From an optimization exercise on the open Yosys and OpenROAD flow, aimed at small area and a short achievable clock period; shortcuts taken in it are not production practice. Only simulation tests tie the RTL to the original design; equivalence was not proved. No activity file was given, so power comes from the tool's default toggle rates.

==> flow/design.v (excerpt) <==
module distortion
#(
    parameter int WIDTH = 24
)
(
    input logic clk,
    input logic reset,
    input logic enable,
    input logic [WIDTH-1:0] in,
    input logic [WIDTH-1:0] gain,
    input logic [WIDTH-1:0] threshold,
    output logic [WIDTH-1:0] out
);
logic [23:0] d;
logic [11:0] b_one, b_two, b_neg;
logic        b_g23;
logic [11:0] e_one, e_two, e_neg;
wire  [24:0] gx = {gain, 1'b0};
always_comb begin
    for (int i = 0; i < 12; i++) begin
        e_one[i] = gx[2*i+1] ^ gx[2*i];
        e_two[i] = (gx[2*i+2] & ~gx[2*i+1] & ~gx[2*i]) | (~gx[2*i+2] & gx[2*i+1] & gx[2*i]);
        e_neg[i] = gx[2*i+2] & ~(gx[2*i+1] & gx[2*i]);
    end
end
logic v1, v2, v3;
always_ff @(posedge clk or posedge reset) begin
    if (reset) begin
        v1 <= 1'b0; v2 <= 1'b0; v3 <= 1'b0;
    end else if (enable) begin
        v1 <= 1'b1; v2 <= v1; v3 <= v2;
    end
end
always_ff @(posedge clk) begin
    if (enable) begin
        d <= in; b_one <= e_one; b_two <= e_two; b_neg <= e_neg; b_g23 <= gain[23];
    end
end
wire pp_0_0 = ((b_one[0] & d[0]) | (b_two[0] & 1'b0)) ^ b_neg[0];
wire pp_0_1 = ((b_one[0] & d[1]) | (b_two[0] & d[0])) ^ b_neg[0];
wire pp_0_2 = ((b_one[0] & d[2]) | (b_two[0] & d[1])) ^ b_neg[0];
  ...
export LEC_CHECK = 0
export CAP_MARGIN = 20
export CORE_MARGIN = 2
export CORE_UTILIZATION = 60
export CTS_BUF_LIST = sky130_fd_sc_hd__clkbuf_8
export CTS_CLUSTER_DIAMETER = 60
export CTS_CLUSTER_SIZE = 30
export SETUP_SLACK_MARGIN = 4.4
export SLEW_MARGIN = 20
export TNS_END_PERCENT = 0
create_clock -name core_clock -period 7.5 [get_ports {clk}]
standard.sh (not shown) runs the stock make flow with config.mk's settings and CLKGATE_MAP_FILE= SYNTH_SCRIPT=/design/flow/synth_recipe.tcl, a recipe that flattens the netlist after the stock synthesis.
==> flow/flow/run.sh <==
#!/bin/bash
# The standard layout (standard.sh) with two changes:
#  1. after the standard synthesis, flow/fixinv.py chooses the polarity of each
#     full-adder cell so that fewer inverters sit between adders (a full adder
#     is self-dual); registers and logic function are unchanged;
#  2. buffer_ports puts plain buf_1 cells on the ports instead of the default
#     clkdlybuf4s50_1 delay buffers (every port still gets its buffer).
# Each tool's output goes to a log file here; ORFS keeps each step's log under
# orfs/logs/.
set -euo pipefail
export BUFFER_PORTS_ARGS="-buffer_cell sky130_fd_sc_hd__buf_1"
R=orfs/results/${FLOW_PLATFORM:-sky130hd}/distortion/base
bash standard.sh synth > standard_synth.log 2>&1
cp $R/1_2_yosys.v $R/1_2_yosys.std.v
python3 flow/fixinv.py $R/1_2_yosys.std.v $R/1_2_yosys.v > fixinv.log 2>&1
rm -f $R/1_synth.odb $R/1_synth.sdc
bash standard.sh > standard.log 2>&1
Other scripts of this flow, unchanged in this note and not shown: flow/flow/fixinv.py
Edit:
CORE_UTILIZATION = 50   (was 60)
CTS_BUF_LIST = default   (was sky130_fd_sc_hd__clkbuf_8)
CTS_CLUSTER_DIAMETER = default   (was 60)
CTS_CLUSTER_SIZE = default   (was 30)
=>
- The new run went through all stages and came out clean
- routed wire length rose by 1.9%
- die area rose by about 20%
- hold slack got worse by 20 ps
- total power rose by about 5%
- design area rose by about 2%
- sequential power is about the same
- flip-flop and latch count does not change
- count of clock-buffer cells in the layout rose by 3
- clock power rose by 54%
- critical path depth rose by 1
Edit:
CORE_UTILIZATION = 40   (was 50)
Effect: Routed wire length came out higher by 0.66%. Worst hold slack improved by 3.9 ps. Global-route usage goes down by 5.4 points. Core utilization goes down by 11 points. Sequential cell count stays the same. Count of clock-buffer cells in the layout increases by 3.

* * *

Starting RTL as in the previous note.
Settings: LEC_CHECK=0, CAP_MARGIN=20, CORE_MARGIN=2, CORE_UTILIZATION=60, CTS_BUF_LIST=sky130_fd_sc_hd__clkbuf_4 sky130_fd_sc_hd__clkbuf_8, CTS_CLUSTER_SIZE=20, SETUP_SLACK_MARGIN=4.4, SLEW_MARGIN=20, TNS_END_PERCENT=0; clock period 7.5 ns.
Scripts as last shown in full above: flow/flow/run.sh
Other scripts of this flow, unchanged in this note and not shown: flow/flow/fixinv.py
The baseline completed with no timing, DRC or antenna violations.
Next try:
Settings changed: CTS_BUF_LIST sky130_fd_sc_hd__clkbuf_4 sky130_fd_sc_hd__clkbuf_8 to unset, CTS_CLUSTER_SIZE 20 to unset.
What happened: Sequential power is about the same; clock power came out higher by a few percent; combinational power is higher slightly.

-- what the ideal ports hide --
Ports are ideal in the flow. The routed layouts listed here were re-timed in OpenROAD.
Step 1 sets driving cells, clkbuf_16 on the clock port and buf_2 on the other inputs (assumed; they add their load-dependent delay and slew).
Step 2 also shifts input and output timing later by t, the mid clock arrival at the registers, as if the neighbouring blocks saw the same clock.
a / b / c = no drivers / after step 1 / after step 2; a / b = the first two.
| run | t, ns | setup slack, ns | pins driven straight from the clock port |
|---|---|---|---|
| the first run of note 1 | 0.677 | 4.235 / 4.235 / 4.108 | 1 |
| the second run of note 1 | 0.629 | 4.234 / 4.234 / 4.148 | 1 |
| the third run of note 1 | 0.647 | 4.187 / 4.187 / 4.123 | 1 |
| the first run of note 2 | 0.653 | 4.254 / 4.254 / 4.070 | 1 |
| the second run of note 2 | 0.622 | 4.238 / 4.238 / 4.104 | 1 |
After both steps setup and hold are still met in every run listed. The setup slack of the first run of note 2, which loses most, moves by 0.000 ns with the drivers and by -0.184 ns with both steps.
